Context: an optimization exercise on an open-source flow, tuned for small area, a short achievable clock period and few clock cycles. The choices shown serve that exercise and are no tape-out recipe. Only simulation tests tie the RTL to the original design; equivalence was not proved. The flow treats the clock pin as an ideal source, which a real chip does not have. No activity file was given, so power comes from the tool's default toggle rates.

## flow/design.v (module list and top-level ports; edited modules follow where they fit)
// module macci: 892 lines
module macci(input  wire  clk,
             input  wire  clk_en,
             input  wire  reset,
             input  wire  [7:0]  n,
             input  wire  start,
             output reg   done,
             input  wire  [31:0] dataa,
             input  wire  [31:0] datab,
             output wire  [31:0] result);
  // ...
==> flow/flow/run.sh <==
#!/bin/bash
# The standard layout (standard.sh: the standard flow's synthesis and ORFS's steps, same
# constraints), with these changes to how it is made:
#  - after the standard synthesis, flow/polarity.py removes the inverters that
#    synthesis leaves around full adders (same function, same flip-flops) and
#    the netlist is read in again;
#  - the timing repair steps aim for MARGIN ns of setup slack beyond the
#    constraints instead of 0, so they size the logic for a shorter period;
#  - the port buffers are sky130_fd_sc_hd__buf_1 (every port still gets one);
#  - CTS adds no dummy loads;
#  - after CTS, flow/skew.tcl delays the clock of the internal registers
#    between the multiplier stage and the accumulator stage (ps, pc, dq) by a
#    few clock buffers, moving slack from the second stage to the first.  No
#    register that an input port feeds or that feeds an output port is moved.
# Logs: log_*.log here, and each ORFS step's own log under orfs/logs/.
set -euo pipefail
cd "$(dirname "$0")/.."
MARGIN=7.4
R=orfs/results/$FLOW_PLATFORM/macci/base
KNOBS=("SETUP_SLACK_MARGIN=$MARGIN"
       "BUFFER_PORTS_ARGS=-buffer_cell sky130_fd_sc_hd__buf_1"
       "CTS_ARGS=-sink_clustering_enable -repair_clock_nets -dont_use_dummy_load")
bash standard.sh synth > log_synth.log 2>&1
python3 flow/polarity.py $R/1_2_yosys.v $R/1_2_yosys.pol.v > log_polarity.log 2>&1
cp $R/1_2_yosys.v $R/1_2_yosys.std.v
mv $R/1_2_yosys.pol.v $R/1_2_yosys.v
rm -f $R/1_synth.odb $R/1_synth.sdc
bash standard.sh "${KNOBS[@]}" cts > log_cts.log 2>&1
cp $R/4_cts.odb $R/4_cts.noskew.odb
SKEW_IN=$R/4_cts.noskew.odb SKEW_OUT=$R/4_cts.odb \
  SKEW_BUFS="sky130_fd_sc_hd__clkbuf_1 sky130_fd_sc_hd__clkbuf_1 sky130_fd_sc_hd__clkbuf_2 sky130_fd_sc_hd__clkbuf_8" \
  SKEW_REGS='^(ps|pc|dq)[^a-z]' openroad -exit -no_init flow/skew.tcl > log_skew.log 2>&1
bash standard.sh "${KNOBS[@]}" finish > log_layout.log 2>&1
==> flow/flow/polarity.py <==
#!/usr/bin/env python3
"""Inverter clean-up for a mapped sky130 netlist (Yosys write_verilog output).

Full adders are self-dual: FA(~a,~b,~c) = (~sum, ~cout); nand2 on
complemented inputs is the complement of nor2, a21oi of o21ai, and so on.
Synthesis leaves many inverters on full-adder pins; this script removes every
inverter that does not drive a port, then picks for each such cell whether to
build it (as itself or its dual) on complemented signals, and for each
xor2/xnor2 its output polarity (swapping xor2 <-> xnor2), to minimise the
area of the inverters still needed plus the area the swaps add, and adds one
inv_1 per signal that still needs its complement.
The function of the netlist is unchanged; flip-flops are not touched.

usage: polarity.py IN.v OUT.v
"""
import math
import random
import re
import sys

OUTPINS = {"X", "Y", "Q", "Q_N", "SUM", "COUT", "HI", "LO"}
LIB = "sky130_fd_sc_hd__"
ITERS = 1000000
LIBTXT = open("/OpenROAD-flow-scripts/flow/platforms/sky130hd/lib/sky130_fd_sc_hd__tt_025C_1v80.lib").read()

def main(inp, outp):
    src = open(inp).read()
    inst_re = re.compile(r"(?:\(\*[^)]*\*\)\s*)?(" + LIB + r"\w+)\s+(\\\S+\s|[\w$]+)\s*\((.*?)\);", re.S)
    insts = list(inst_re.finditer(src))
    header = src[: insts[0].start()]
    footer = src[insts[-1].end():]
    ports = set()
    m = re.search(r"module\s+\w+\s*\((.*?)\);", src, re.S)
    portnames = [p.strip() for p in m.group(1).split(",")]
    # every bit of an output port is a net whose driver must stay
    outs = set()
    for pm in re.finditer(r"output\s+(\[(\d+):(\d+)\]\s*)?(\w+)\s*;", header):
        if pm.group(1):
            hi, lo = int(pm.group(2)), int(pm.group(3))
            for i in range(min(hi, lo), max(hi, lo) + 1):
                outs.add(f"{pm.group(4)}[{i}]")
        else:
            outs.add(pm.group(4))
    cells = []
    for im in insts:
        typ, name, body = im.group(1), im.group(2).strip(), im.group(3)
        pins = [(p, n.strip()) for p, n in re.findall(r"\.(\w+)\(([^()]*)\)", body)]
        cells.append([typ, name, pins])
    kind = lambda t: t[len(LIB):].rsplit("_", 1)[0]
    driver = {}
    for ci, (typ, name, pins) in enumerate(cells):
        for p, n in pins:
            if p in OUTPINS:
                driver[n] = ci
    removable = set()
    for ci, (typ, name, pins) in enumerate(cells):
        if kind(typ) in ("inv", "clkinv"):
            y = dict(pins)["Y"]
            if y not in outs:
                removable.add(ci)

    def resolve(n):
        b = 0
        while n in driver and driver[n] in removable:
            n = dict(cells[driver[n]][2])["A"]
            b ^= 1
        return n, b

    # cells that can be rebuilt on complemented inputs, giving the complement:
    # kind -> (dual kind, pins that are not complemented)
    DUAL = {"fa": ("fa", ()), "maj3": ("maj3", ()), "buf": ("buf", ()),
            "mux2": ("mux2", ("S",)),
            "nand2": ("nor2", ()), "nor2": ("nand2", ()),
            "nand3": ("nor3", ()), "nor3": ("nand3", ()),
            "nand4": ("nor4", ()), "nor4": ("nand4", ()),
            "and2": ("or2", ()), "or2": ("and2", ()),
            "and3": ("or3", ()), "or3": ("and3", ()),
            "a21oi": ("o21ai", ()), "o21ai": ("a21oi", ()),
            "a22oi": ("o22ai", ()), "o22ai": ("a22oi", ()),
            "a21o": ("o21a", ()), "o21a": ("a21o", ()),
            "a22o": ("o22a", ()), "o22a": ("a22o", ()),
            "a211oi": ("o211ai", ()), "o211ai": ("a211oi", ()),
            "a31oi": ("o31ai", ()), "o31ai": ("a31oi", ()),
            "a32oi": ("o32ai", ()), "o32ai": ("a32oi", ()),
            "a221oi": ("o221ai", ()), "o221ai": ("a221oi", ())}
    area = {m.group(1): float(m.group(2)) for m in re.finditer(
        r'cell \("?' + LIB + r'(\w+)"?\)\s*\{.*?area\s*:\s*([0-9.]+)', LIBTXT, re.S)}
    def dual_type(typ):
        k = kind(typ)
        if k not in DUAL:
            return None
        size = typ.rsplit("_", 1)[1]
        d = f"{DUAL[k][0]}_{size}"
        if d not in area:
            return None
        return LIB + d
    FA = {ci for ci, c in enumerate(cells) if dual_type(c[0]) and kind(c[0]) not in ("buf",)}
    darea = {ci: area[dual_type(cells[ci][0])[len(LIB):]] - area[cells[ci][0][len(LIB):]] for ci in FA}
    fixedpins = {ci: DUAL[kind(cells[ci][0])][1] for ci in FA}
    XO = {ci for ci, c in enumerate(cells) if kind(c[0]) in ("xor2", "xnor2")}
    # consumers: (cell, pin, root, b); xor inputs never need an inverter
    cons = []
    for ci, (typ, name, pins) in enumerate(cells):
        if ci in removable:
            continue
        for p, n in pins:
            if p in OUTPINS:
                continue
            r, b = resolve(n)
            cons.append((ci, p, r, b))
    var = {ci: 0 for ci in FA | XO}
    rootcons = {}
    for k, (ci, p, r, b) in enumerate(cons):
        rootcons.setdefault(r, []).append(k)
    incons = {}
    for k, (ci, p, r, b) in enumerate(cons):
        incons.setdefault(ci, []).append(k)
    drives = {}
    for n, ci in driver.items():
        drives.setdefault(ci, []).append(n)

    def phase(r):
        ci = driver.get(r)
        return var.get(ci, 0) if ci is not None else 0

    def needs(k):
        ci, p, r, b = cons[k]
        if ci in XO:
            return 0
        return b ^ (var[ci] if ci in FA and p not in fixedpins[ci] else 0) ^ phase(r)

    cnt = {r: sum(needs(k) for k in ks) for r, ks in rootcons.items()}
    INV = 3.7536
    cost = INV * sum(1 for v in cnt.values() if v)
    start = cost

    def affected(ci):
        ks = set()
        for n in drives.get(ci, []):
            ks.update(rootcons.get(n, []))
        if ci in FA:
            ks.update(k for k in incons.get(ci, []) if cons[k][1] not in fixedpins[ci])
        return ks

    def flip(ci):
        nonlocal cost
        ks = affected(ci)
        roots = {cons[k][2] for k in ks}
        before = sum(1 for r in roots if cnt[r])
        for k in ks:
            cnt[cons[k][2]] -= needs(k)
        var[ci] ^= 1
        for k in ks:
            cnt[cons[k][2]] += needs(k)
        after = sum(1 for r in roots if cnt[r])
        d = INV * (after - before)
        if ci in darea:
            d += darea[ci] if var[ci] else -darea[ci]
        cost += d
        return d

    rng = random.Random(1)
    order = sorted(var)
    # simulated annealing over the flips, then a greedy pass
    temp = 2.0
    decay = (0.05 / 2.0) ** (1.0 / ITERS)
    for it in range(ITERS):
        ci = order[rng.randrange(len(order))]
        d = flip(ci)
        if d > 0 and rng.random() >= math.exp(-d / (INV * temp)):
            flip(ci)
        temp *= decay
    improved = True
    while improved:
        improved = False
        rng.shuffle(order)
        for ci in order:
            d = flip(ci)
            if d < -1e-9:
                improved = True
            elif d > 1e-9 or rng.random() < 0.5:
                flip(ci)
    ninv = sum(1 for v in cnt.values() if v)
    sys.stderr.write(f"inverters: {len(removable)} removed, {ninv} added; "
                     f"{sum(var[c] for c in FA)} of {len(FA)} cells rebuilt on complemented inputs; "
                     f"area change {cost - INV * len(removable) + 0.0:.1f} um2 (before: {start - INV * len(removable):.1f})\n")

    # rebuild
    invnet = {}
    body = []
    def lit(r, want_inv):
        if not want_inv:
            return r
        if r not in invnet:
            invnet[r] = f"_pol{len(invnet)}_"
        return invnet[r]
    def fmt(n):
        return n + " " if n.startswith("\\") else n
    newdecl = []
    for ci, (typ, name, pins) in enumerate(cells):
        if ci in removable:
            continue
        conn = []
        if ci in XO:
            ins = [(p, n) for p, n in pins if p not in OUTPINS]
            outn = [n for p, n in pins if p in OUTPINS][0]
            x = 1 if kind(typ) == "xnor2" else 0
            for p, n in ins:
                r, b = resolve(n)
                x ^= b ^ phase(r)
                conn.append((p, r))
            x ^= var[ci]
            size = typ.rsplit("_", 1)[1]
            typ = f"{LIB}{'xnor2' if x else 'xor2'}_{size}"
            conn.append(("Y" if x else "X", outn))
        else:
            for p, n in pins:
                if p in OUTPINS:
                    conn.append((p, n))
                else:
                    r, b = resolve(n)
                    inv = b ^ (var[ci] if ci in FA and p not in fixedpins[ci] else 0) ^ phase(r)
                    conn.append((p, lit(r, inv)))
            if ci in FA and var[ci]:
                typ = dual_type(typ)
        body.append(f"  {typ} {fmt(name)} (\n" + ",\n".join(f"    .{p}({fmt(n)})" for p, n in conn) + "\n  );\n")
    for r, y in invnet.items():
        body.append(f"  {LIB}inv_1 {y}inst (\n    .A({fmt(r)}),\n    .Y({y})\n  );\n")
    decl = "".join(f"  wire {y};\n" for y in invnet.values())
    open(outp, "w").write(header + decl + "".join(body) + footer)

if __name__ == "__main__":
    main(sys.argv[1], sys.argv[2])
==> flow/flow/skew.tcl <==
# Delays the clock of the registers between stage 1 and stage 2 (ps, pc, dq):
# for each clock-tree leaf net that drives some of them, a short chain of
# clock buffers is put between that net and those registers' clock pins.
# This is skew between internal register stages only: every path it helps or
# hurts starts and ends at a register of the design.
# env: SKEW_IN, SKEW_OUT (odb), SKEW_BUFS (buffer masters, first to last),
#      SKEW_REGS (regexp of register instance names)
read_db $::env(SKEW_IN)
set db [ord::get_db]
set block [ord::get_db_block]
set bufs $::env(SKEW_BUFS)
set re $::env(SKEW_REGS)
array set groups {}
foreach inst [$block getInsts] {
  if {![regexp $re [$inst getName]]} { continue }
  set ck [$inst findITerm CLK]
  if {$ck == "NULL"} { continue }
  set net [$ck getNet]
  lappend groups([$net getName]) $ck
}
set k 0
foreach netname [lsort [array names groups]] {
  set sinks $groups($netname)
  set sx 0; set sy 0
  foreach ck $sinks {
    set b [[$ck getInst] getBBox]
    set sx [expr {$sx + ([$b xMin] + [$b xMax]) / 2}]
    set sy [expr {$sy + ([$b yMin] + [$b yMax]) / 2}]
  }
  set cx [expr {$sx / [llength $sinks]}]
  set cy [expr {$sy / [llength $sinks]}]
  set drv [$block findNet $netname]
  set i 0
  foreach m $bufs {
    set master [$db findMaster $m]
    set inst [odb::dbInst_create $block $master "skewbuf_${k}_$i"]
    $inst setLocation $cx $cy
    $inst setPlacementStatus PLACED
    set out [odb::dbNet_create $block "skewnet_${k}_$i"]
    $out setSigType CLOCK
    [$inst findITerm A] connect $drv
    [$inst findITerm X] connect $out
    set drv $out
    incr i
  }
  foreach ck $sinks {
    $ck disconnect
    $ck connect $drv
  }
  puts "skew: [llength $sinks] registers on $netname behind $i buffers"
  incr k
}
detailed_placement
check_placement -verbose
write_db $::env(SKEW_OUT)
==> flow/standard.sh <==
#!/bin/bash
# synth_recipe.tcl (not shown) runs the flow's synth.tcl, then flattens the netlist and writes it again
# the make line also repeats each setting of config.mk as NAME=value (left out here)
make -C /OpenROAD-flow-scripts/flow DESIGN_CONFIG=/design/flow/config.mk WORK_HOME=/design/flow/orfs CLKGATE_MAP_FILE= SYNTH_SCRIPT=/design/flow/synth_recipe.tcl "${@:-finish}"
==> flow/config.mk <==
export PLATFORM = sky130hd
export DESIGN_NAME = macci
export DESIGN_NICKNAME = macci
export VERILOG_FILES = /design/flow/design.v
export SDC_FILE = /design/flow/constraint.sdc
export NUM_CORES = 4
export LEC_CHECK = 0
export ABC_AREA = 1
export CAP_MARGIN = 20
export CORE_MARGIN = 2
export CORE_UTILIZATION = 70
export SLEW_MARGIN = 20
==> flow/constraint.sdc <==
create_clock -name core_clock -period 11.0 [get_ports {clk}]
set_input_delay 2.2000 -clock core_clock [delete_from_list [all_inputs] [get_ports {clk}]]
set_output_delay 2.2000 -clock core_clock [all_outputs]
set_load 0.01 [all_outputs]
==> out/qor.json, run 1 <==
{
  "power_top_consumer": "combinational logic",
  "clock_path_buffers": 2,
  "final.fill_count": 1514,
  "hold_end": "dq[0]",
  "report.final.slew_viol_count": 0,
  "layout-drive-gt1-share_pct": 10.6,
  "cts_tree": "done",
  "post-route-worst-setup-slack_ns": 7.58,
  "power.clock.total_w": 0.000737,
  "layout_commonest_cell": "o22ai_1",
  "multi_input_gates": 1396,
  "worst-path-buf-inv": 0,
  "max_cap_violations": 0,
  "startpoint_type": "register",
  "critical-path-top-delay-family": "adder cells",
  "power_switching_w": 0.00297,
  "power_of_the_combinational_group_w": 0.00409,
  "placement.io_buffers": 102,
  "drc": 0,
  "numCtsBuffers": 17,
  "grt_first_pass_wirelength_mm": 82.9,
  "clock_tree_area_fraction_pct": 2.19,
  "ctsHtreeMaxLevel": 4,
  "period_share_pct": 31.1,
  "status": "no timing/DRC/antenna violations",
  "met2_usage_pct": 67.0,
  "drt_iter0_markers": 1864,
  "timing.critical_path.to": "acc[29]",
  "seq_area_share_pct": 22.4,
  "floorplan.rows": 57,
  "maxSlewHeadroom_pct": 50.6,
  "worst_skew_pair.late_latency_ns": 1.07,
  "met3RoutedLength_mm": 5.93,
  "timing.critical_path.fanout_max": 5,
  "layout.area.seq_mm2": 0.00435,
  "share_seq_of_total_power_pct": 18.7,
  "drtPass1Iterations": 6,
  "multi_input_area_share_pct": 62.3
}
Testbench counts, summed over its fixed seeds: cycles 5,395.
==> run 2: changes to the inputs <==
--- a/flow/design.v
+++ b/flow/design.v
@@ -859,30 +859,30 @@
   assign t264s = accg[30] ^ t231c ^ t232s;
   assign t264c = (accg[30] & t231c) | (accg[30] & t232s) | (t231c & t232s);
   assign t265s = accg[31] ^ t232c ^ t233s;
   assign s_nx = {t218c, t217c, t216c, t215c, t214c, t213c, t212c, t211c, t210c, t209c, t208c, t207c, t206c, t205c, t204c, t203c, t202c, t201c, t200c, t199c, t198c, t197c, t196c, t195c, t194c, t193c, t192c, t191c, t190c, t190s, pp0_1, neg[0]};
   assign c_nx = {t219s, t218s, t217s, t216s, t215s, t214s, t213s, t212s, t211s, t210s, t209s, t208s, t207s, t206s, t205s, t204s, t203s, t202s, t201s, t200s, t199s, t198s, t197s, t196s, t195s, t194s, t193s, t192s, t191s, pp1_0, 1'b0, pp0_0};
   assign dsum = {t224c, t223c, t222c, t222s, pp13_1, neg[13], 1'b0, neg[12]} + {t225s, t224s, t223s, pp13_2, 1'b0, pp13_0, 1'b0, 1'b0};
   assign s2 = {t264c, t263c, t262c, t261c, t260c, t259c, t258c, t257c, t256c, t255c, t254c, t253c, t252c, t251c, t250c, t249c, t248c, t247c, t246c, t245c, t244c, t243c, t242c, t241c, t240c, t239c, t238c, t237c, t236c, t235c, t234c, t234s};
   assign c2 = {t265s, t264s, t263s, t262s, t261s, t260s, t259s, t258s, t257s, t256s, t255s, t254s, t253s, t252s, t251s, t250s, t249s, t248s, t247s, t246s, t245s, t244s, t243s, t242s, t241s, t240s, t239s, t238s, t237s, t236s, t235s, accg[0]};
-  always @(posedge clk)
-    arn <= (go & n[0]) ? ~dataa : 32'hffffffff;
   always @(posedge clk or posedge reset)
   begin
     if (reset) begin
+      arn  <= 32'hffffffff;
       clr0 <= 1'b0;
       clr1 <= 1'b0;
       rdp  <= 1'b0;
       done <= 1'b0;
       ps   <= 32'h0;
       pc   <= 32'h0;
       dq   <= 8'h0;
       acc  <= 32'h0;
     end else begin
+      arn <= (go & n[0]) ? ~dataa : 32'hffffffff;
       clr0 <= go & n[1];
       clr1 <= clr0;
       rdp  <= go & n[1] & ~n[0];
       done <= (go & ~(n[1] & ~n[0])) | rdp;
       ps   <= s_nx;
       pc   <= c_nx;
       dq   <= dsum;
       acc  <= s2 + c2;
==> flow/config.mk (replaced) <==
export PLATFORM = sky130hd
export DESIGN_NAME = macci
export DESIGN_NICKNAME = macci
export VERILOG_FILES = /design/flow/design.v
export SDC_FILE = /design/flow/constraint.sdc
export NUM_CORES = 4
export LEC_CHECK = 0
export ABC_AREA = 1
export CAP_MARGIN = 20
export CORE_MARGIN = 2
export CORE_UTILIZATION = 65
export SLEW_MARGIN = 20
==> run 2 against run 1 <==
  * Die area increased by 7.8%
  * Register-to-register slack lost 0.02 ns
  * Fmax fell by 0.62%
  * Non-clock buffer count rose by 24
  * Count of clock-buffer cells in the layout is the same
  * Sequential cell count did not move
  * Clock skew is 0.18 ns lower
  * Hold slack lost 0.033 ns
  * First-iteration DRC count fell by 7.0%
==> out/qor.json, run 2 <==
{
  "netlist_area": {"value": 0.0172, "unit": "mm²", "change": "about the same"},
  "place.detailed.hpwl": {"value": 33.3, "unit": "mm", "change": "was 33.5 mm"},
  "worst_skew_pair.late_latency": {"value": 0.89, "unit": "ns", "change": "was 1.07 ns"},
  "hold_viol_final": {"value": 0, "change": "unchanged"},
  "critical_path.cell_chain": {"value": "fa_1 -> fa_1 -> ha_1 -> nand2_1 -> nor3_1 -> nand3_1 -> nand3_1 -> nand2_1", "change": "was fa_1 -> fa_1 -> ha_1 -> a21oi_1 -> a21boi_0 -> o21ai_0 -> a21oi_1 -> nand2_1 -> xor2_1"},
  "syn_avg_cell_area": {"value": 9.60, "unit": "µm²", "change": "was 9.39 µm²"},
  "cts.sinks": {"value": 186, "change": "unchanged"},
  "crit_slowest_cell": {"value": "fa_1", "change": "unchanged"},
  "end_kind": {"value": "register", "change": "unchanged"},
  "dieHeight": {"value": 167, "unit": "µm", "change": "was 161 µm"},
  "worst_clock_skew": {"value": 0.474, "unit": "ns", "change": "was 0.650 ns"},
  "floorplan.rows": {"value": 59, "change": "was 57"},
  "max_cap_violations": {"value": 0, "change": "unchanged"},
  "core_occupancy_in_the_finished_layout": {"value": 74.9, "unit": "%", "change": "was 80.4%"},
  "finalNonFillerCells": {"value": 2256, "change": "was 2253"},
  "first_global_vias": {"value": 15100, "change": "was 15500"},
  "layout_commonest_cell": {"value": "o22ai_1", "change": "unchanged"},
  "clock_path_buffers": {"value": 2, "change": "unchanged"},
  "hold-path-cell-count": {"value": 0, "change": "unchanged"},
  "fin_setup_tns": {"value": 0, "unit": "ns", "change": "unchanged"},
  "drt_iter0_markers": {"value": 1733, "change": "was 1864"},
  "detailroute.via_count": {"value": 14200, "change": "was 14700"},
  "area_growth_syn_to_layout": {"value": 13.4, "unit": "%", "change": "was 13.2%"},
  "report.final.slew_viol_count": {"value": 0, "change": "unchanged"},
  "grt_first_pass_wirelength": {"value": 81.1, "unit": "mm", "change": "was 82.9 mm"},
  "gr-usage-all-layers": {"value": 38.3, "unit": "%", "change": "was 42.6%"},
  "timing.critical_path.required": {"value": 11.32, "unit": "ns", "change": "was 11.31 ns"},
  "numCtsBuffers": {"value": 17, "change": "unchanged"},
  "synth_cells": {"value": 1793, "change": "was 1827"},
  "place_congestion": {"value": 1.00, "change": "was 0.987"},
  "wl_per_cell": {"value": 22.7, "unit": "µm", "change": "was 23.4 µm"},
  "p_total": {"value": 0.00581, "unit": "W", "change": "was 0.00594 W"},
  "initial_utilization": {"value": 66.1, "unit": "%", "change": "was 71.0%"},
  "status": {"value": "no timing/DRC/antenna violations", "change": "unchanged"},
  "largest_registers": {"value": "acc (32), arn (32), ps (32)", "change": "unchanged"},
  "antenna_violating_nets_post_route": {"value": 0, "change": "unchanged"},
  "power.ir.vdd_worst": {"value": 0.378, "unit": "mV", "change": "was 0.247 mV"},
  "ctsHtreeMaxLevel": {"value": 4, "change": "unchanged"},
  "ff2ff_setup_slack": {"value": 7.56, "unit": "ns", "change": "was 7.58 ns"},
  "drt_total_wl": {"value": 51.2, "unit": "mm", "change": "was 52.7 mm"},
  "root_buffer": {"value": "clkbuf_16", "change": "unchanged"},
  "fmaxAchievable": {"value": 291, "unit": "MHz", "change": "was 292 MHz"},
  "grt_max_degree": {"value": 69, "change": "was 76"},
  "antenna_cells_inserted": {"value": 0, "change": "unchanged"},
  "critical-path-top-delay-family": {"value": "adder cells", "change": "unchanged"},
  "dieArea": {"value": 0.0278, "unit": "mm²", "change": "was 0.0258 mm²"},
  "cts_hold_repair.buffers": {"value": 0, "change": "unchanged"},
  "crit_arrival": {"value": 3.76, "unit": "ns", "change": "was 3.73 ns"},
  "placedCellCount": {"value": 2120, "change": "was 2147"},
  "cts_tree": {"value": "done", "change": "unchanged"},
  "finalSetupViolations": {"value": 0, "change": "unchanged"},
  "post_drt_via_cell_ratio": {"value": 6.29, "change": "was 6.53"},
  "worst-path-buf-inv": {"value": 0, "change": "unchanged"},
  "startpoint_type": {"value": "register", "change": "unchanged"},
  "maxSlewHeadroom": {"value": 45.1, "unit": "%", "change": "was 50.6%"},
  "mappedNetlistNets": {"value": 2157, "change": "was 2191"},
  "timing.critical_path.fanout_max": {"value": 6, "change": "was 5"},
  "placement.io_buffers": {"value": 102, "change": "unchanged"},
  "holdCritPathClass": {"value": "reg -> reg", "change": "unchanged"},
  "grt_antenna_before_repair": {"value": 1, "change": "unchanged"},
  "timing_worst_setup_path_type": {"value": "reg -> reg", "change": "unchanged"},
  "io_pins": {"value": 109, "change": "unchanged"},
  "layout-drive-gt1-share": {"value": 13.2, "unit": "%", "change": "was 10.6%"},
  "overflow": {"value": 0, "change": "unchanged"},
  "period_share": {"value": 31.3, "unit": "%", "change": "was 31.1%"},
  "power.leakage": {"value": 8.41, "unit": "nW", "change": "was 8.48 nW"},
  "design.final.nets": {"value": 2287, "change": "was 2295"},
  "max_stage_delay": {"value": 0.53, "unit": "ns", "change": "was 0.57 ns"},
  "path_clk_slew": {"value": 0.08, "unit": "ns", "change": "was 0.06 ns"},
  "coreArea": {"value": 0.0261, "unit": "mm²", "change": "was 0.0242 mm²"},
  "final.fill_count": {"value": 1882, "change": "was 1514"},
  "drc": {"value": 0, "change": "unchanged"},
  "yosysWarnings": {"value": 1, "change": "unchanged"},
  "grt_setup_unrepaired": {"value": "no", "change": "unchanged"},
  "tightest_slew": {"value": 0.823, "unit": "ns", "change": "was 0.736 ns"},
  "worst-r2r-cell-count": {"value": 8, "change": "was 9"},
  "cp_num_cells": {"value": 8, "change": "was 9"},
  "drtPass1Iterations": {"value": 8, "change": "was 6"},
  "final_period_minus_worst_setup_slack": {"value": 3.44, "unit": "ns", "change": "was 3.42 ns"},
  "p_per_area": {"value": 298, "unit": "mW/mm²", "change": "was 306 mW/mm²"},
  "chipWidth": {"value": 167, "unit": "µm", "change": "was 161 µm"},
  "layout.cells.most_common_list": {"value": "o22ai_1, nand2_1, xor2_1, fa_1, nor2_1", "change": "was o22ai_1, xor2_1, nand2_1, fa_1, nor2_1"}
}
run 2: cell types whose count changed in the layout (fill, tap and decap cells not counted), moves of 8 or more:
cell and delta:
buf_4 +14, buf_6 +18, dfstp_2 +17, dfstp_4 +15, dfxtp_2 -17, dfxtp_4 -8
fa_1 -26, fa_2 +26, nor2_1 -24, nor3_1 -8, o22ai_1 +10, o22ai_2 -8
run 2: power by group:
| part | internal (W) | total, W | leakage (nW) | switching [W] |
|---|---|---|---|---|
| logic | 0.00156 | 0.00397 | 6.06 | 0.00240 |
| clock network | 0.000414 | 0.000731 | 0.360 | 0.000317 |
| registers | 0.000950 | 0.00111 | 1.99 | 0.000163 |
| total | 0.00293 | 0.00581 | 8.41 | 0.00288 |
run 2: repair_timing:
item / 4_1_cts / 5_1_grt
gates resized for setup: 139 / 2
setup buffers: 71 / 1
pin swaps: 50 / 0
setup endpoints to repair: 44 / 5
gates cloned: 3 / 0
run 2: area by class of cell:
| type | instances | area (µm²) | area share, % |
|---|---|---|---|
| Sequential cell | 186 | 4560 | 23.4 |
| Timing Repair inverter | 1 | 7.51 | 0.0385 |
| Multi-Input combinational cell | 1369 | 12000 | 61.3 |
| Clock buffer | 17 | 425 | 2.18 |
| Buffer | 44 | 289 | 1.48 |
| Timing Repair Buffer | 196 | 1430 | 7.30 |
| Inverter | 108 | 435 | 2.23 |
| Tap cell | 335 | 419 | 2.15 |
run 2: worst paths after layout:
path,startpoint,end
max,dq[3],acc[30]
min,neg[12],dq[0]
max reg2reg,dq[3],acc[30]
min reg2reg,neg[12],dq[0]
max in group asynchronous,reset,acc[10]
min in group asynchronous,reset,dq[5]
run 2: metal layers:
metal / up-vias / global-route usage (%) / wire length (µm)
met5: - / 0 / 13
met4: 2 / 28.6 / 4290
met3: 258 / 7.89 / 4790
met2: 912 / 60.3 / 23300
met1: 6838 / 46.9 / 18800
li1: 6184 / - / -
run 2: worst reg2reg max path: cells and delay by family (launching register included):
kind                       cells  cell delay (ns)
adders and majority gates      3             1.43
and+or+nand+nor                5             1.04
DFF                            1             0.46
run 2: per-stage QoR:
step           hold WS [ns]  setup WS, ns  cell area, µm²
4_1_cts               0.455          7.24           19200
3_5_place_dp          0.432          6.61           17600
2_1_floorplan         0.331          7.11           17400
5_1_grt               0.213          7.40           19500
6_report              0.233          7.56           19500
3_3_place_gp          0.425          6.65           17600
Testbench counts of run 2, summed over its fixed seeds: cycles 5,395.
==> run 3: changes to the inputs <==
--- a/flow/flow/run.sh
+++ b/flow/flow/run.sh
@@ -15,7 +15,7 @@
 # Logs: log_*.log here, and each ORFS step's own log under orfs/logs/.
 set -euo pipefail
 cd "$(dirname "$0")/.."
-MARGIN=7.4
+MARGIN=7.3
 R=orfs/results/$FLOW_PLATFORM/macci/base
 KNOBS=("SETUP_SLACK_MARGIN=$MARGIN"
        "BUFFER_PORTS_ARGS=-buffer_cell sky130_fd_sc_hd__buf_1"
==> run 3 against run 2 <==
  * Sequential cell count stayed put
  * Critical path depth is the same
  * Worst setup slack improved by 0.023 ns
  * Register-to-register slack gained 0.02 ns
  * Core utilization fell by 0.29 points
  * Combinational power grew 1%
  * Die area unchanged
  * Critical endpoint is now pc[28]
  * Largest cell class unchanged
==> out/qor.json, run 3 <==
{
  "dieArea": {"value": 0.0278, "unit": "mm²", "change": "unchanged"},
  "place.detailed.hpwl": {"value": 33.2, "unit": "mm", "change": "was 33.3 mm"},
  "grt_max_degree": {"value": 72, "change": "was 69"},
  "power.ir.vdd_worst": {"value": 0.424, "unit": "mV", "change": "was 0.378 mV"},
  "design.final.nets": {"value": 2290, "change": "was 2287"},
  "timing.critical_path.fanout_max": {"value": 9, "change": "was 6"},
  "final_period_minus_worst_setup_slack": {"value": 3.42, "unit": "ns", "change": "was 3.44 ns"},
  "hold_viol_final": {"value": 0, "change": "unchanged"},
  "post_drt_via_cell_ratio": {"value": 6.34, "change": "was 6.29"},
  "timing_worst_setup_path_type": {"value": "reg -> reg", "change": "unchanged"},
  "fmaxAchievable": {"value": 293, "unit": "MHz", "change": "was 291 MHz"},
  "critical_path.cell_chain": {"value": "buf_12 -> o22ai_1 -> xor2_1 -> fa_1 -> fa_1 -> fa_1 -> fa_1 -> fa_1", "change": "was fa_1 -> fa_1 -> ha_1 -> nand2_1 -> nor3_1 -> nand3_1 -> nand3_1 -> nand2_1"},
  "finalNonFillerCells": {"value": 2259, "change": "was 2256"},
  "period_share": {"value": 31.1, "unit": "%", "change": "was 31.3%"},
  "root_buffer": {"value": "clkbuf_16", "change": "unchanged"},
  "worst_clock_skew": {"value": 0.437, "unit": "ns", "change": "was 0.474 ns"},
  "clock_path_buffers": {"value": 2, "change": "unchanged"},
  "tightest_slew": {"value": 0.955, "unit": "ns", "change": "was 0.823 ns"},
  "synth_cells": {"value": 1793, "change": "unchanged"},
  "power.leakage": {"value": 8.43, "unit": "nW", "change": "was 8.41 nW"},
  "mappedNetlistNets": {"value": 2157, "change": "unchanged"},
  "worst_skew_pair.late_latency": {"value": 0.84, "unit": "ns", "change": "was 0.89 ns"},
  "first_global_vias": {"value": 14900, "change": "was 15100"},
  "place_congestion": {"value": 0.984, "change": "was 1.00"},
  "holdCritPathClass": {"value": "reg -> reg", "change": "unchanged"},
  "gr-usage-all-layers": {"value": 37.8, "unit": "%", "change": "was 38.3%"},
  "layout_commonest_cell": {"value": "o22ai_1", "change": "unchanged"},
  "coreArea": {"value": 0.0261, "unit": "mm²", "change": "unchanged"},
  "timing.critical_path.required": {"value": 11.71, "unit": "ns", "change": "was 11.32 ns"},
  "layout-drive-gt1-share": {"value": 12.2, "unit": "%", "change": "was 13.2%"},
  "end_kind": {"value": "register", "change": "unchanged"},
  "intPower": {"value": 0.00293, "unit": "W", "change": "about the same"},
  "largest_registers": {"value": "acc (32), arn (32), ps (32)", "change": "unchanged"},
  "grt_setup_unrepaired": {"value": "no", "change": "unchanged"},
  "report.final.slew_viol_count": {"value": 0, "change": "unchanged"},
  "path_clk_slew": {"value": 0.07, "unit": "ns", "change": "was 0.08 ns"},
  "pwr-share-clk": {"value": 12.4, "unit": "%", "change": "was 12.6%"},
  "maxSlewHeadroom": {"value": 36.3, "unit": "%", "change": "was 45.1%"},
  "syn_avg_cell_area": {"value": 9.60, "unit": "µm²", "change": "unchanged"},
  "io_pins": {"value": 109, "change": "unchanged"},
  "crit_slowest_cell": {"value": "dfstp_4", "change": "was fa_1"},
  "fin_setup_tns": {"value": 0, "unit": "ns", "change": "unchanged"},
  "drc": {"value": 0, "change": "unchanged"},
  "drt_iter0_markers": {"value": 1670, "change": "was 1733"},
  "combinational_fraction_of_design_power": {"value": 68.6, "unit": "%", "change": "was 68.3%"},
  "critical_path.most_common_cell": "fa_1",
  "floorplan.rows": {"value": 59, "change": "unchanged"},
  "netlist_area": {"value": 0.0172, "unit": "mm²", "change": "unchanged"},
  "max_stage_delay": {"value": 0.66, "unit": "ns", "change": "was 0.53 ns"},
  "antenna_violating_nets_post_route": {"value": 0, "change": "unchanged"},
  "finalSetupViolations": {"value": 0, "change": "unchanged"},
  "placedCellCount": {"value": 2121, "change": "was 2120"},
  "yosysWarnings": {"value": 1, "change": "unchanged"},
  "initial_utilization": {"value": 66.1, "unit": "%", "change": "unchanged"},
  "layout.cells.most_common_list": {"value": "o22ai_1, nand2_1, xor2_1, fa_1, nor2_1", "change": "unchanged"},
  "grt_antenna_before_repair": {"value": 1, "change": "unchanged"},
  "placement.io_buffers": {"value": 102, "change": "unchanged"},
  "power_switching_share": {"value": 49.9, "unit": "%", "change": "was 49.6%"},
  "area_growth_syn_to_layout": {"value": 13.0, "unit": "%", "change": "was 13.4%"},
  "antenna_cells_inserted": {"value": 0, "change": "unchanged"},
  "numCtsBuffers": {"value": 17, "change": "unchanged"},
  "ctsHtreeMaxLevel": {"value": 4, "change": "unchanged"},
  "power_switching": {"value": 0.00291, "unit": "W", "change": "was 0.00288 W"},
  "wl_per_cell": {"value": 22.6, "unit": "µm", "change": "was 22.7 µm"},
  "drt_total_wl": {"value": 51.1, "unit": "mm", "change": "was 51.2 mm"},
  "status": {"value": "no timing/DRC/antenna violations", "change": "unchanged"},
  "overflow": {"value": 0, "change": "unchanged"},
  "share_seq_of_total_power": {"value": 19.0, "unit": "%", "change": "was 19.2%"},
  "detailroute.via_count": {"value": 14300, "change": "was 14200"},
  "max_cap_violations": {"value": 0, "change": "unchanged"},
  "chipWidth": {"value": 167, "unit": "µm", "change": "unchanged"},
  "startpoint_type": {"value": "register", "change": "unchanged"},
  "grt_first_pass_wirelength": {"value": 80.5, "unit": "mm", "change": "was 81.1 mm"},
  "dieHeight": {"value": 167, "unit": "µm", "change": "unchanged"},
  "crit_arrival": {"value": 4.13, "unit": "ns", "change": "was 3.76 ns"},
  "core_occupancy_in_the_finished_layout": {"value": 74.6, "unit": "%", "change": "was 74.9%"},
  "p_per_area": {"value": 300, "unit": "mW/mm²", "change": "was 298 mW/mm²"},
  "cts_tree": {"value": "done", "change": "unchanged"},
  "drtPass1Iterations": {"value": 6, "change": "was 8"},
  "fin_hold_ws": {"value": 0.245, "unit": "ns", "change": "was 0.233 ns"},
  "cts.sinks": {"value": 186, "change": "unchanged"}
}
run 3: area by class of cell:
type / instances / area [µm²]
well taps: 335 / 419
flip-flops and latches: 186 / 4570
repair buffers: 199 / 1410
plain buffers: 44 / 289
multi-input cells: 1369 / 11900
inverters: 108 / 435
clock buffers: 17 / 425
fillers: 1896 / 6610
repair inverters: 1 / 7.51
run 3: repair_timing:
| action | in CTS | in global routing |
|---|---|---|
| endpoints found under the setup margin | 33 | 41 |
| resized for setup | 111 | 2 |
| pin swaps | 36 | 0 |
| hold buffers | 0 | 0 |
| buffers inserted | 70 | 3 |
| gates cloned | 4 | 0 |
run 3: critical path, delay by kind of cell (launching register included):
family	cells	cell delay [ns]
AO/OA/AOI/OAI	1	0.10
flip-flops	1	0.66
XOR/XNOR	1	0.19
adder cells (fa/ha/maj)	5	2.61
buffers and inverters	1	0.13
run 3: through the flow:
step	power (W)	setup slack, ns	instance area [µm²]
6_report	0.00584	7.58	19400
3_3_place_gp	0.00486	6.61	17600
3_5_place_dp	0.00496	6.54	17600
4_1_cts	0.00555	7.26	19100
2_1_floorplan	0.00385	7.11	17300
5_1_grt	0.00636	7.39	19400
run 3: final timing paths:
check / end / depth (start not counted) / slack, ns / start
worst min-delay path: dq[0] / 0 / 0.25 / neg[12]
max in group asynchronous: clr1 / 4 / 7.75 / reset
worst max register to register: pc[28] / 8 / 7.58 / arn[18]
worst min register to register: dq[0] / 0 / 0.25 / neg[12]
worst max-delay path: pc[28] / 8 / 7.58 / arn[18]
min in group asynchronous: dq[3] / 3 / 1.68 / reset
run 3: routing by layer:
metal,wire [µm],vias up,GRT usage (%)
met2,23100,950,60.2
met4,4160,0,25.9
met3,4990,285,7.15
met1,18800,6884,47.2
li1,-,6192,-
met5,0,-,0
run 3: power groups by stage:
| stage | Sequential (W) | Clock [W] | Combinational [W] |
|---|---|---|---|
| 2_1_floorplan | 0.00108 | 0 | 0.00277 |
| 3_3_place_gp | 0.00112 | 0 | 0.00374 |
| 3_5_place_dp | 0.00112 | 0 | 0.00384 |
| 4_1_cts | 0.00110 | 0.000521 | 0.00393 |
| 5_1_grt | 0.00113 | 0.000772 | 0.00446 |
| 6_report | 0.00111 | 0.000727 | 0.00401 |
==> run 4: changes to the inputs <==
--- a/flow/flow/run.sh
+++ b/flow/flow/run.sh
@@ -15,7 +15,7 @@
 # Logs: log_*.log here, and each ORFS step's own log under orfs/logs/.
 set -euo pipefail
 cd "$(dirname "$0")/.."
-MARGIN=7.3
+MARGIN=7.5
 R=orfs/results/$FLOW_PLATFORM/macci/base
 KNOBS=("SETUP_SLACK_MARGIN=$MARGIN"
        "BUFFER_PORTS_ARGS=-buffer_cell sky130_fd_sc_hd__buf_1"
==> run 4 against run 3 <==
  * Still clean on timing, DRC and antenna
  * Worst setup slack better by 0.0020 ns
  * Synthesized area stayed put
  * Sequential power hardly changed
  * Clock skew is 0.027 ns higher
  * Non-clock buffer count is 22 higher
  * Via count is 1.5% higher
  * Die area stayed put
  * Core utilization is 2.4 points higher
  * Global-route usage is 2.0 points higher
  * Highest routed layer unchanged
==> out/qor.json, run 4 <==
{
  "status": {"value": "no timing/DRC/antenna violations", "change": "unchanged"},
  "grt_first_pass_wirelength": {"value": 84.3, "unit": "mm", "change": "was 80.5 mm"},
  "grt_antenna_before_repair": {"value": 0, "change": "was 1"},
  "crit_arrival": {"value": 4.08, "unit": "ns", "change": "was 4.13 ns"},
  "place_congestion": {"value": 0.989, "change": "was 0.984"},
  "ctsHtreeMaxLevel": {"value": 4, "change": "unchanged"},
  "antenna_cells_inserted": {"value": 0, "change": "unchanged"},
  "gr-usage-all-layers": {"value": 39.8, "unit": "%", "change": "was 37.8%"},
  "hold-path-cell-count": {"value": 1, "change": "was 0"},
  "worst_skew_pair.late_latency": {"value": 0.87, "unit": "ns", "change": "was 0.84 ns"},
  "timing.critical_path.required": {"value": 11.67, "unit": "ns", "change": "was 11.71 ns"},
  "post_drt_via_cell_ratio": {"value": 6.37, "change": "was 6.34"},
  "met2_wirelength": {"value": 24.1, "unit": "mm", "change": "was 23.1 mm"},
  "critical_path.reg2reg.endpoint": {"value": "pc[28]", "change": "unchanged"},
  "wl_met1": {"value": 18.8, "unit": "mm", "change": "about the same"},
  "clock_path_buffers": {"value": 2, "change": "unchanged"},
  "drc": {"value": 0, "change": "unchanged"},
  "finalNonFillerCells": {"value": 2281, "change": "was 2259"},
  "cts_tree": {"value": "done", "change": "unchanged"},
  "worst-r2r-cell-count": {"value": 8, "change": "unchanged"},
  "tightest_slew": {"value": 0.728, "unit": "ns", "change": "was 0.955 ns"},
  "power.ir.vdd_worst": {"value": 0.359, "unit": "mV", "change": "was 0.424 mV"},
  "timing_worst_setup_path_type": {"value": "reg -> reg", "change": "unchanged"},
  "hold_viol_final": {"value": 0, "change": "unchanged"},
  "largest_registers": {"value": "acc (32), arn (32), ps (32)", "change": "unchanged"},
  "startpoint_type": {"value": "register", "change": "unchanged"},
  "end_kind": {"value": "register", "change": "unchanged"},
  "timing.critical_path.fanout_max": {"value": 5, "change": "was 9"},
  "grt_setup_unrepaired": {"value": "no", "change": "unchanged"},
  "overflow": {"value": 0, "change": "unchanged"},
  "io_pins": {"value": 109, "change": "unchanged"},
  "p_per_area": {"value": 295, "unit": "mW/mm²", "change": "was 300 mW/mm²"},
  "final.fill_count": {"value": 1731, "change": "was 1896"},
  "met3RoutedLength": {"value": 5.63, "unit": "mm", "change": "was 4.99 mm"},
  "numCtsBuffers": {"value": 17, "change": "unchanged"},
  "grt_max_degree": {"value": 73, "change": "was 72"},
  "layout_commonest_cell": {"value": "o22ai_1", "change": "unchanged"},
  "coreArea": {"value": 0.0261, "unit": "mm²", "change": "unchanged"},
  "drtPass1Iterations": {"value": 9, "change": "was 6"},
  "final_area": {"value": 0.0201, "unit": "mm²", "change": "was 0.0194 mm²"},
  "holdCritPathClass": {"value": "reg -> reg", "change": "unchanged"},
  "report.final.slew_viol_count": {"value": 0, "change": "unchanged"},
  "final_period_minus_worst_setup_slack": {"value": 3.42, "unit": "ns", "change": "about the same"},
  "ff2ff_setup_slack": {"value": 7.58, "unit": "ns", "change": "about the same"},
  "netlist_area": {"value": 0.0172, "unit": "mm²", "change": "unchanged"},
  "initial_utilization": {"value": 66.1, "unit": "%", "change": "unchanged"},
  "layout.cells.most_common_list": {"value": "o22ai_1, nand2_1, xor2_1, fa_1, nor2_1", "change": "unchanged"},
  "hold_end": {"value": "dq[2]", "change": "was dq[0]"},
  "finalSetupViolations": {"value": 0, "change": "unchanged"},
  "floorplan.rows": {"value": 59, "change": "unchanged"},
  "chipWidth": {"value": 167, "unit": "µm", "change": "unchanged"},
  "r2r_start": {"value": "arn[24]", "change": "was arn[18]"},
  "wl_per_cell": {"value": 23.3, "unit": "µm", "change": "was 22.6 µm"},
  "cts_hold_repair.buffers": {"value": 0, "change": "unchanged"},
  "worst_clock_skew": {"value": 0.464, "unit": "ns", "change": "was 0.437 ns"},
  "layout-drive-gt1-share": {"value": 15.6, "unit": "%", "change": "was 12.2%"},
  "postPlaceCellArea": {"value": 0.0177, "unit": "mm²", "change": "was 0.0176 mm²"},
  "drt_iter0_markers": {"value": 1633, "change": "was 1670"},
  "core_occupancy_in_the_finished_layout": {"value": 77.0, "unit": "%", "change": "was 74.6%"},
  "max_cap_violations": {"value": 0, "change": "unchanged"},
  "design.final.nets": {"value": 2312, "change": "was 2290"},
  "root_buffer": {"value": "clkbuf_16", "change": "unchanged"},
  "drt_total_wl": {"value": 53.3, "unit": "mm", "change": "was 51.1 mm"},
  "period_share": {"value": 31.1, "unit": "%", "change": "about the same"},
  "dieHeight": {"value": 167, "unit": "µm", "change": "unchanged"},
  "path_clk_slew": {"value": 0.08, "unit": "ns", "change": "was 0.07 ns"},
  "fin_hold_ws": {"value": 0.331, "unit": "ns", "change": "was 0.245 ns"},
  "yosysWarnings": {"value": 1, "change": "unchanged"},
  "antenna_violating_nets_post_route": {"value": 0, "change": "unchanged"},
  "cts.sinks": {"value": 186, "change": "unchanged"},
  "maxSlewHeadroom": {"value": 51.4, "unit": "%", "change": "was 36.3%"},
  "dieArea": {"value": 0.0278, "unit": "mm²", "change": "unchanged"},
  "fin_setup_tns": {"value": 0, "unit": "ns", "change": "unchanged"},
  "syn_avg_cell_area": {"value": 9.60, "unit": "µm²", "change": "unchanged"},
  "detailroute.via_count": {"value": 14500, "change": "was 14300"},
  "worst_setup_path_startpoint": {"value": "arn[24]", "change": "was arn[18]"},
  "first_global_vias": {"value": 15200, "change": "was 14900"},
  "placedCellCount": {"value": 2122, "change": "was 2121"},
  "power.leakage": {"value": 8.66, "unit": "nW", "change": "was 8.43 nW"},
  "place.detailed.hpwl": {"value": 33.3, "unit": "mm", "change": "was 33.2 mm"},
  "mappedNetlistNets": {"value": 2157, "change": "unchanged"},
  "hold_path.startpoint": {"value": "neg[13]", "change": "was neg[12]"},
  "synth_cells": {"value": 1793, "change": "unchanged"},
  "placement.io_buffers": {"value": 102, "change": "unchanged"},
  "area_growth_syn_to_layout": {"value": 16.6, "unit": "%", "change": "was 13.0%"},
  "routed.top_layer": {"value": "met4", "change": "unchanged"},
  "fmaxAchievable": {"value": 293, "unit": "MHz", "change": "about the same"}
}
-- run 4: through the flow --
stage | power [W] | setup slack [ns]
3_5_place_dp | 0.00498 | 6.59
5_1_grt | 0.00647 | 7.50
4_1_cts | 0.00563 | 7.29
3_3_place_gp | 0.00488 | 6.61
6_report | 0.00591 | 7.58
2_1_floorplan | 0.00386 | 7.11
-- run 4: worst max-delay path, stage by stage, from the launching register on --
cell and delay (ns):
dfstp_2 0.61, buf_12 0.13, o22ai_1 0.07, xor2_1 0.18, fa_1 0.68, fa_1 0.49, fa_1 0.41, fa_1 0.58
fa_2 0.48
-- run 4: cell type report --
cell class | count | area [µm²] | area share, %
Tap cell | 335 | 419 | 2.09
Inverter | 108 | 435 | 2.17
Timing Repair inverter | 1 | 7.51 | 0.0374
Sequential cell | 186 | 4560 | 22.7
Clock buffer | 17 | 425 | 2.12
Buffer | 44 | 289 | 1.44
Timing Repair Buffer | 221 | 1830 | 9.11
Multi-Input combinational cell | 1369 | 12100 | 60.3
-- run 4: worst max path at each step --
stage | endpoint | slack, ns
floorplan | acc[0] | 7.11
global placement | pc[28] | 6.61
detailed placement | pc[22] | 6.59
CTS | pc[31] | 7.29
global route | acc[24] | 7.50
finish | pc[28] | 7.58
-- run 4: power by group --
group	internal [W]	switching [W]
sequential	0.000949	0.000162
clock	0.000413	0.000317
combinational	0.00161	0.00246
-- run 4: what timing repair did --
item / 4_1_cts / 5_1_grt
buffers inserted: 89 / 1
pin swaps: 54 / 0
setup endpoints to repair: 114 / 14
gates cloned: 8 / 0
resized for setup: 167 / 7
-- run 4: metal layers --
metal,up-vias,GRT usage (%)
met3,332,9.13
met1,6909,48.2
met4,0,29.6
met5,-,0.522
li1,6240,-
met2,1049,62.6
==> run 5: changes to the inputs <==
--- a/flow/flow/run.sh
+++ b/flow/flow/run.sh
@@ -15,7 +15,7 @@
 # Logs: log_*.log here, and each ORFS step's own log under orfs/logs/.
 set -euo pipefail
 cd "$(dirname "$0")/.."
-MARGIN=7.5
+MARGIN=7.1
 R=orfs/results/$FLOW_PLATFORM/macci/base
 KNOBS=("SETUP_SLACK_MARGIN=$MARGIN"
        "BUFFER_PORTS_ARGS=-buffer_cell sky130_fd_sc_hd__buf_1"
==> run 5 against run 4 <==
  * Critical endpoint is now pc[31]
  * Clock power increased by 1%
  * Non-clock buffer count decreased by 74
  * Hold slack worse by 0.15 ns
  * Cell count is 3.2% lower
  * Clock skew is 0.021 ns lower
  * Core utilization is 5.4 points lower
  * First-iteration DRC count fell by 6.4%
  * Wire length shrank 10%
  * Sequential cell count did not move
  * Synthesized area is the same
  * Worst setup slack worse by 0.23 ns
  * Power shrank 3.5%
==> out/qor.json, run 5 <==
{
  "post_drt_via_cell_ratio": {"value": 6.24, "change": "was 6.37"},
  "cts_tree": {"value": "done", "change": "unchanged"},
  "layout.area.seq": {"value": 0.00451, "unit": "mm²", "change": "was 0.00456 mm²"},
  "power.ir.vdd_worst": {"value": 0.386, "unit": "mV", "change": "was 0.359 mV"},
  "grt_max_degree": {"value": 75, "change": "was 73"},
  "worst-path-buf-inv": {"value": 2, "change": "was 1"},
  "path_clk_slew": {"value": 0.07, "unit": "ns", "change": "was 0.08 ns"},
  "wl_per_cell": {"value": 21.7, "unit": "µm", "change": "was 23.3 µm"},
  "yosysWarnings": {"value": 1, "change": "unchanged"},
  "p_per_area": {"value": 306, "unit": "mW/mm²", "change": "was 295 mW/mm²"},
  "cts.sinks": {"value": 186, "change": "unchanged"},
  "multi_input_comb_area": {"value": 0.0118, "unit": "mm²", "change": "was 0.0121 mm²"},
  "drc": {"value": 0, "change": "unchanged"},
  "status": {"value": "no timing/DRC/antenna violations", "change": "unchanged"},
  "layout_commonest_cell": {"value": "o22ai_1", "change": "unchanged"},
  "numCtsBuffers": {"value": 17, "change": "unchanged"},
  "chipWidth": {"value": 167, "unit": "µm", "change": "unchanged"},
  "grt_first_pass_wirelength": {"value": 76.1, "unit": "mm", "change": "was 84.3 mm"},
  "worst_clock_skew": {"value": 0.443, "unit": "ns", "change": "was 0.464 ns"},
  "cts_hold_repair.buffers": {"value": 0, "change": "unchanged"},
  "root_buffer": {"value": "clkbuf_16", "change": "unchanged"},
  "fin_setup_tns": {"value": 0, "unit": "ns", "change": "unchanged"},
  "max_stage_delay": {"value": 0.86, "unit": "ns", "change": "was 0.68 ns"},
  "place_congestion": {"value": 0.960, "change": "was 0.989"},
  "initial_utilization": {"value": 66.1, "unit": "%", "change": "unchanged"},
  "fmaxAchievable": {"value": 275, "unit": "MHz", "change": "was 293 MHz"},
  "synth_cells": {"value": 1793, "change": "unchanged"},
  "grt_setup_unrepaired": {"value": "no", "change": "unchanged"},
  "drtPass1Iterations": {"value": 6, "change": "was 9"},
  "placement.io_buffers": {"value": 102, "change": "unchanged"},
  "startpoint_type": {"value": "register", "change": "unchanged"},
  "area_growth_syn_to_layout": {"value": 8.39, "unit": "%", "change": "was 16.6%"},
  "dieHeight": {"value": 167, "unit": "µm", "change": "unchanged"},
  "detailroute.via_count": {"value": 13800, "change": "was 14500"},
  "final_period_minus_worst_setup_slack": {"value": 3.64, "unit": "ns", "change": "was 3.42 ns"},
  "netlist_area": {"value": 0.0172, "unit": "mm²", "change": "unchanged"},
  "ctsHtreeMaxLevel": {"value": 4, "change": "unchanged"},
  "first_global_vias": {"value": 14200, "change": "was 15200"},
  "overflow": {"value": 0, "change": "unchanged"},
  "antenna_cells_inserted": {"value": 0, "change": "unchanged"},
  "report.final.slew_viol_count": {"value": 0, "change": "unchanged"},
  "syn_avg_cell_area": {"value": 9.60, "unit": "µm²", "change": "unchanged"},
  "critical_path.most_common_cell": {"value": "nand2_1", "change": "was fa_1"},
  "crit_slowest_cell": {"value": "dfxtp_1", "change": "was fa_1"},
  "tightest_slew": {"value": 0.986, "unit": "ns", "change": "was 0.728 ns"},
  "drt_total_wl": {"value": 47.9, "unit": "mm", "change": "was 53.3 mm"},
  "max_cap_violations": {"value": 0, "change": "unchanged"},
  "design.final.nets": {"value": 2238, "change": "was 2312"},
  "grt_antenna_before_repair": {"value": 0, "change": "unchanged"},
  "drt_iter0_markers": {"value": 1528, "change": "was 1633"},
  "clock_path_buffers": {"value": 2, "change": "unchanged"},
  "coreArea": {"value": 0.0261, "unit": "mm²", "change": "unchanged"},
  "timing.critical_path.required": {"value": 11.76, "unit": "ns", "change": "was 11.67 ns"},
  "mappedNetlistNets": {"value": 2157, "change": "unchanged"},
  "finalSetupViolations": {"value": 0, "change": "unchanged"},
  "fin_hold_ws": {"value": 0.185, "unit": "ns", "change": "was 0.331 ns"},
  "dieArea": {"value": 0.0278, "unit": "mm²", "change": "unchanged"},
  "final_area": {"value": 0.0187, "unit": "mm²", "change": "was 0.0201 mm²"},
  "io_pins": {"value": 109, "change": "unchanged"},
  "critical_path.cell_chain": {"value": "o22ai_1 -> xor2_1 -> fa_1 -> fa_1 -> fa_1 -> fa_1 -> xor2_1 -> nand3b_1 -> nand2_1 -> nand2_1 -> nand2_1 -> inv_1 -> nand2_1 -> nand2_1 -> nor2_1 -> inv_1 -> nand2_1", "change": "was buf_12 -> o22ai_1 -> xor2_1 -> fa_1 -> fa_1 -> fa_1 -> fa_1 -> fa_2"},
  "maxSlewHeadroom": {"value": 34.3, "unit": "%", "change": "was 51.4%"},
  "power.leakage": {"value": 8.08, "unit": "nW", "change": "was 8.66 nW"},
  "final.fill_count": {"value": 2015, "change": "was 1731"},
  "end_kind": {"value": "register", "change": "unchanged"},
  "layout-drive-gt1-share": {"value": 7.59, "unit": "%", "change": "was 15.6%"},
  "largest_registers": {"value": "acc (32), arn (32), ps (32)", "change": "unchanged"},
  "gr-usage-all-layers": {"value": 35.6, "unit": "%", "change": "was 39.8%"},
  "antenna_violating_nets_post_route": {"value": 0, "change": "unchanged"},
  "layout.cells.most_common_list": {"value": "o22ai_1, nand2_1, fa_1, xor2_1, nor2_1", "change": "was o22ai_1, nand2_1, xor2_1, fa_1, nor2_1"},
  "critical-path-top-delay-family": {"value": "adder cells", "change": "unchanged"},
  "timing.critical_path.fanout_max": {"value": 16, "change": "was 5"},
  "hold_viol_final": {"value": 0, "change": "unchanged"},
  "worst_skew_pair.late_latency": {"value": 0.85, "unit": "ns", "change": "was 0.87 ns"},
  "place.detailed.hpwl": {"value": 33.0, "unit": "mm", "change": "was 33.3 mm"},
  "postPlaceCellArea": {"value": 0.0176, "unit": "mm²", "change": "was 0.0177 mm²"},
  "holdCritPathClass": {"value": "reg -> reg", "change": "unchanged"},
  "timing_worst_setup_path_type": {"value": "reg -> reg", "change": "unchanged"},
  "floorplan.rows": {"value": 59, "change": "unchanged"},
  "period_share": {"value": 33.1, "unit": "%", "change": "was 31.1%"},
  "crit_arrival": {"value": 4.40, "unit": "ns", "change": "was 4.08 ns"}
}
[run 5: where the power goes]
part / switching [W] / internal (W)
clock: 0.000315 / 0.000427
sequential: 0.000162 / 0.000950
combinational: 0.00235 / 0.00150
[run 5: routing by layer]
layer	track usage [%]	part of all wire [%]
met5	0	0
met4	22.6	6.9
met3	6.49	8.8
met2	56.5	46
met1	45.5	38
[run 5: layout make-up]
type	count	area share (%)
timing repair buffer	143	3.95
buffer	48	1.69
tap	335	2.25
inverter	108	2.31
clock buffer	17	2.28
sequential	186	24.2
multi-input combinational	1369	63.3
timing repair inverter	1	0.0402
[run 5: metrics by stage]
| step | setup slack, ns | instances | total power, W | util (%) |
|---|---|---|---|---|
| finish | 7.36 | 2207 | 0.00571 | 71.6 |
| global route | 7.19 | 2207 | 0.00626 | 71.6 |
| CTS | 7.05 | 2158 | 0.00546 | 70.3 |
| detailed placement | 6.64 | 2122 | 0.00492 | 67.7 |
| global placement | 6.63 | 2122 | 0.00483 | 67.7 |
| floorplan | 7.11 | 1793 | 0.00384 | - |
[run 5: path summary, 6_finish.rpt]
kind                       slack (ns)  endpoint  depth (start not counted)     from
max reg2reg                      7.36    pc[31]                         17  onen[8]
max in group asynchronous        7.54   acc[20]                          4    reset
max                              7.36    pc[31]                         17  onen[8]
min reg2reg                      0.18     ps[0]                          1   neg[0]
min                              0.18     ps[0]                          1   neg[0]
min in group asynchronous        1.69    pc[30]                          3    reset
[run 5: what timing repair did]
action	in CTS	in global routing
cloned	0	1
setup buffers	19	0
endpoints found under the setup margin	25	7
resized for setup	33	3
==> run 6: changes to the inputs <==
--- a/flow/flow/run.sh
+++ b/flow/flow/run.sh
@@ -15,7 +15,7 @@
 # Logs: log_*.log here, and each ORFS step's own log under orfs/logs/.
 set -euo pipefail
 cd "$(dirname "$0")/.."
-MARGIN=7.1
+MARGIN=7.3
 R=orfs/results/$FLOW_PLATFORM/macci/base
 KNOBS=("SETUP_SLACK_MARGIN=$MARGIN"
        "BUFFER_PORTS_ARGS=-buffer_cell sky130_fd_sc_hd__buf_1"
--- a/flow/config.mk
+++ b/flow/config.mk
@@ -8,5 +8,5 @@
 export ABC_AREA = 1
 export CAP_MARGIN = 20
 export CORE_MARGIN = 2
-export CORE_UTILIZATION = 65
+export CORE_UTILIZATION = 60
 export SLEW_MARGIN = 20
==> run 6 against run 5 <==
  * Still clean on timing, DRC and antenna
  * Clock skew rose by 0.037 ns
  * Count of clock-buffer cells in the layout did not move
  * Core utilization fell by 4.4 points
  * Wire length rose by 6.0%
  * Synthesized area did not move
  * Cell area rose by 2.6%
==> out/qor.json, run 6 <==
{
  "gr-usage-all-layers": {"value": 35.1, "unit": "%", "change": "was 35.6%"},
  "chipWidth": {"value": 173, "unit": "µm", "change": "was 167 µm"},
  "p_total": {"value": 0.00576, "unit": "W", "change": "was 0.00571 W"},
  "power.leakage": {"value": 8.25, "unit": "nW", "change": "was 8.08 nW"},
  "timing.critical_path.fanout_max": {"value": 30, "change": "was 16"},
  "drc": {"value": 0, "change": "unchanged"},
  "drt_iter0_markers": {"value": 1488, "change": "was 1528"},
  "root_buffer": {"value": "clkbuf_16", "change": "unchanged"},
  "place_congestion": {"value": 0.937, "change": "was 0.960"},
  "fin_setup_tns": {"value": 0, "unit": "ns", "change": "unchanged"},
  "mappedNetlistNets": {"value": 2157, "change": "unchanged"},
  "tightest_slew": {"value": 0.829, "unit": "ns", "change": "was 0.986 ns"},
  "layout_commonest_cell": {"value": "o22ai_1", "change": "unchanged"},
  "drtPass1Iterations": {"value": 6, "change": "unchanged"},
  "layout-drive-gt1-share": {"value": 10.4, "unit": "%", "change": "was 7.59%"},
  "numCtsBuffers": {"value": 17, "change": "unchanged"},
  "place.detailed.hpwl": {"value": 34.7, "unit": "mm", "change": "was 33.0 mm"},
  "startpoint_type": {"value": "register", "change": "unchanged"},
  "wl_per_cell": {"value": 22.3, "unit": "µm", "change": "was 21.7 µm"},
  "drt_total_wl": {"value": 50.8, "unit": "mm", "change": "was 47.9 mm"},
  "detailroute.via_count": {"value": 14000, "change": "was 13800"},
  "dieArea": {"value": 0.0301, "unit": "mm²", "change": "was 0.0278 mm²"},
  "final_area": {"value": 0.0191, "unit": "mm²", "change": "was 0.0187 mm²"},
  "antenna_cells_inserted": {"value": 0, "change": "unchanged"},
  "ctsHtreeMaxLevel": {"value": 4, "change": "unchanged"},
  "io_pins": {"value": 109, "change": "unchanged"},
  "period_share": {"value": 31.9, "unit": "%", "change": "was 33.1%"},
  "power.ir.vdd_worst": {"value": 0.205, "unit": "mV", "change": "was 0.386 mV"},
  "syn_avg_cell_area": {"value": 9.60, "unit": "µm²", "change": "unchanged"},
  "worst_skew_pair.late_latency": {"value": 0.89, "unit": "ns", "change": "was 0.85 ns"},
  "ff2ff_setup_slack": {"value": 7.49, "unit": "ns", "change": "was 7.36 ns"},
  "post-route-worst-setup-slack": {"value": 7.49, "unit": "ns", "change": "was 7.36 ns"},
  "preCtsSetupSlack": {"value": 6.62, "unit": "ns", "change": "was 6.64 ns"},
  "hold_viol_final": {"value": 0, "change": "unchanged"},
  "antenna_violating_nets_post_route": {"value": 0, "change": "unchanged"},
  "final_period_minus_worst_setup_slack": {"value": 3.51, "unit": "ns", "change": "was 3.64 ns"},
  "hold-path-cell-count": {"value": 0, "change": "was 1"},
  "p_per_area": {"value": 301, "unit": "mW/mm²", "change": "was 306 mW/mm²"},
  "grt_first_pass_wirelength": {"value": 80.1, "unit": "mm", "change": "was 76.1 mm"},
  "postPlaceCellArea": {"value": 0.0177, "unit": "mm²", "change": "was 0.0176 mm²"},
  "timing.critical_path.required": {"value": 11.71, "unit": "ns", "change": "was 11.76 ns"},
  "final.fill_count": {"value": 2321, "change": "was 2015"},
  "grt_setup_unrepaired": {"value": "no", "change": "unchanged"},
  "placement.io_buffers": {"value": 102, "change": "unchanged"},
  "coreArea": {"value": 0.0285, "unit": "mm²", "change": "was 0.0261 mm²"},
  "clock_path_buffers": {"value": 2, "change": "unchanged"},
  "max_cap_violations": {"value": 0, "change": "unchanged"},
  "status": {"value": "no timing/DRC/antenna violations", "change": "unchanged"},
  "yosysWarnings": {"value": 1, "change": "unchanged"},
  "grt_antenna_before_repair": {"value": 0, "change": "unchanged"},
  "netlist_area": {"value": 0.0172, "unit": "mm²", "change": "unchanged"},
  "crit_arrival": {"value": 4.23, "unit": "ns", "change": "was 4.40 ns"},
  "finalSetupViolations": {"value": 0, "change": "unchanged"},
  "end_kind": {"value": "register", "change": "unchanged"},
  "grt_max_degree": {"value": 68, "change": "was 75"},
  "layout.cells.most_common_list": {"value": "o22ai_1, nand2_1, xor2_1, fa_1, nor2_1", "change": "was o22ai_1, nand2_1, fa_1, xor2_1, nor2_1"},
  "area_growth_syn_to_layout": {"value": 11.2, "unit": "%", "change": "was 8.39%"},
  "timing_worst_setup_path_type": {"value": "reg -> reg", "change": "unchanged"},
  "synth_cells": {"value": 1793, "change": "unchanged"},
  "cts_tree": {"value": "done", "change": "unchanged"},
  "first_global_vias": {"value": 14600, "change": "was 14200"},
  "maxSlewHeadroom": {"value": 44.7, "unit": "%", "change": "was 34.3%"},
  "cts.sinks": {"value": 186, "change": "unchanged"},
  "initial_utilization": {"value": 60.5, "unit": "%", "change": "was 66.1%"},
  "path_clk_slew": {"value": 0.07, "unit": "ns", "change": "about the same"},
  "report.final.slew_viol_count": {"value": 0, "change": "unchanged"},
  "largest_registers": {"value": "acc (32), arn (32), ps (32)", "change": "unchanged"},
  "design.final.nets": {"value": 2266, "change": "was 2238"},
  "worst-r2r-cell-count": {"value": 17, "change": "unchanged"},
  "dieHeight": {"value": 173, "unit": "µm", "change": "was 167 µm"},
  "fmaxAchievable": {"value": 285, "unit": "MHz", "change": "was 275 MHz"},
  "holdCritPathClass": {"value": "reg -> reg", "change": "unchanged"},
  "cts_hold_repair.buffers": {"value": 0, "change": "unchanged"},
  "worst_clock_skew": {"value": 0.480, "unit": "ns", "change": "was 0.443 ns"},
  "post_drt_via_cell_ratio": {"value": 6.13, "change": "was 6.24"},
  "floorplan.rows": {"value": 62, "change": "was 59"},
  "overflow": {"value": 0, "change": "unchanged"}
}
## run 6: area by class of cell
class	count	area [µm²]	share of cell area, %
multi-input cells	1369	11900	62.0
flip-flops and latches	186	4560	23.8
repair buffers	175	1070	5.60
well taps	384	480	2.51
inverters	108	435	2.28
clock buffers	17	425	2.22
plain buffers	44	289	1.51
repair inverters	1	7.51	0.0392
## run 6: per-stage QoR
step,hold slack [ns],instances,utilization (%)
after floorplan,0.331,1793,-
after global routing,0.233,2284,67.2
after detailed placement,0.446,2170,62.2
after global placement,0.443,2170,62.2
after CTS,0.480,2239,66.2
final,0.296,2284,67.2
## run 6: final timing paths
kind                          from      end
hold / removal             neg[12]    dq[0]
hold reg to reg            neg[12]    dq[0]
setup / recovery           onen[1]   pc[31]
max in group asynchronous    reset  acc[13]
setup reg to reg           onen[1]   pc[31]
min in group asynchronous    reset    dq[4]
## run 6: per-layer routing
| metal | GRT usage (%) | wire length [µm] | vias to the layer above |
|---|---|---|---|
| met3 | 6.07 | 4080 | 226 |
| met5 | 0 | 0 | - |
| met1 | 43.4 | 19200 | 6799 |
| li1 | - | - | 6133 |
| met4 | 25.2 | 4130 | 0 |
| met2 | 56.0 | 23400 | 836 |
## run 6: worst max-delay path, cell delays in order (launching register included)
cell,delay [ns]
dfxtp_1,0.33
buf_6,0.27
o22ai_1,0.16
xor2_1,0.22
fa_1,0.52
fa_1,0.43
fa_1,0.44
fa_1,0.45
xor2_1,0.17
nand3b_1,0.20
nand2_1,0.08
nand2_1,0.05
nand2_1,0.13
nand3_1,0.10
nand2_1,0.08
nor2_1,0.05
inv_1,0.06
nand2_1,0.04
## run 6: power by group
group	leakage, nW	switching, W	total, W	internal, W
Sequential	1.99	0.000169	0.00112	0.000950
Combinational	5.90	0.00241	0.00393	0.00152
Clock	0.360	0.000301	0.000713	0.000413
## run 6: timing repair
action                     4_1_cts  5_1_grt
buffers inserted                50        1
resized for setup               88        0
gates cloned                     2        0
pin swaps                       23        0
setup endpoints to repair       37        1

## port drivers added, routing unchanged
No port has a modelled driver above. Below, the same layouts with a new extraction and two added sets of constraints.
Step 1 assumes that a clkbuf_16 drives the clock port and a buf_2 every other input.
Step 2, shift: input delay + t, output delay - t, t = (earliest + latest rising clock arrival at the registers) / 2. This alone moves slack from input paths to output paths.
a / b / c = ideal ports / drivers / drivers and shift; a / b = the first two.
| run | t (ns) | slack for setup (ns) | worst setup path at the end | latest minus earliest clock arrival (ns) | cell pins on the clock port's net |
|---|---|---|---|---|---|
| run 1 | 0.793 | 7.581 / 7.581 / 7.285 | input, reset recovery | 0.664 / 0.663 | 1 |
| run 2 | 0.702 | 7.559 / 7.559 / 7.443 | input, reset recovery | 0.486 / 0.487 | 1 |
| run 3 | 0.676 | 7.582 / 7.582 / 7.103 | input, reset recovery | 0.447 / 0.447 | 1 |
| run 4 | 0.690 | 7.584 / 7.584 / 7.294 | input, reset recovery | 0.464 / 0.464 | 1 |
| run 5 | 0.683 | 7.357 / 7.357 / 6.893 | input, reset recovery | 0.451 / 0.451 | 1 |
| run 6 | 0.699 | 7.487 / 7.487 / 7.459 | input, reset recovery | 0.481 / 0.482 | 1 |
Clock arrivals are far apart in every run listed, so t is only a midpoint there and step 2 fits no single register. For run 3, which loses most, drivers alone change the setup slack by 0.000 ns; drivers and shift together by -0.479 ns. The worst setup slack also covers recovery checks on asynchronous resets.
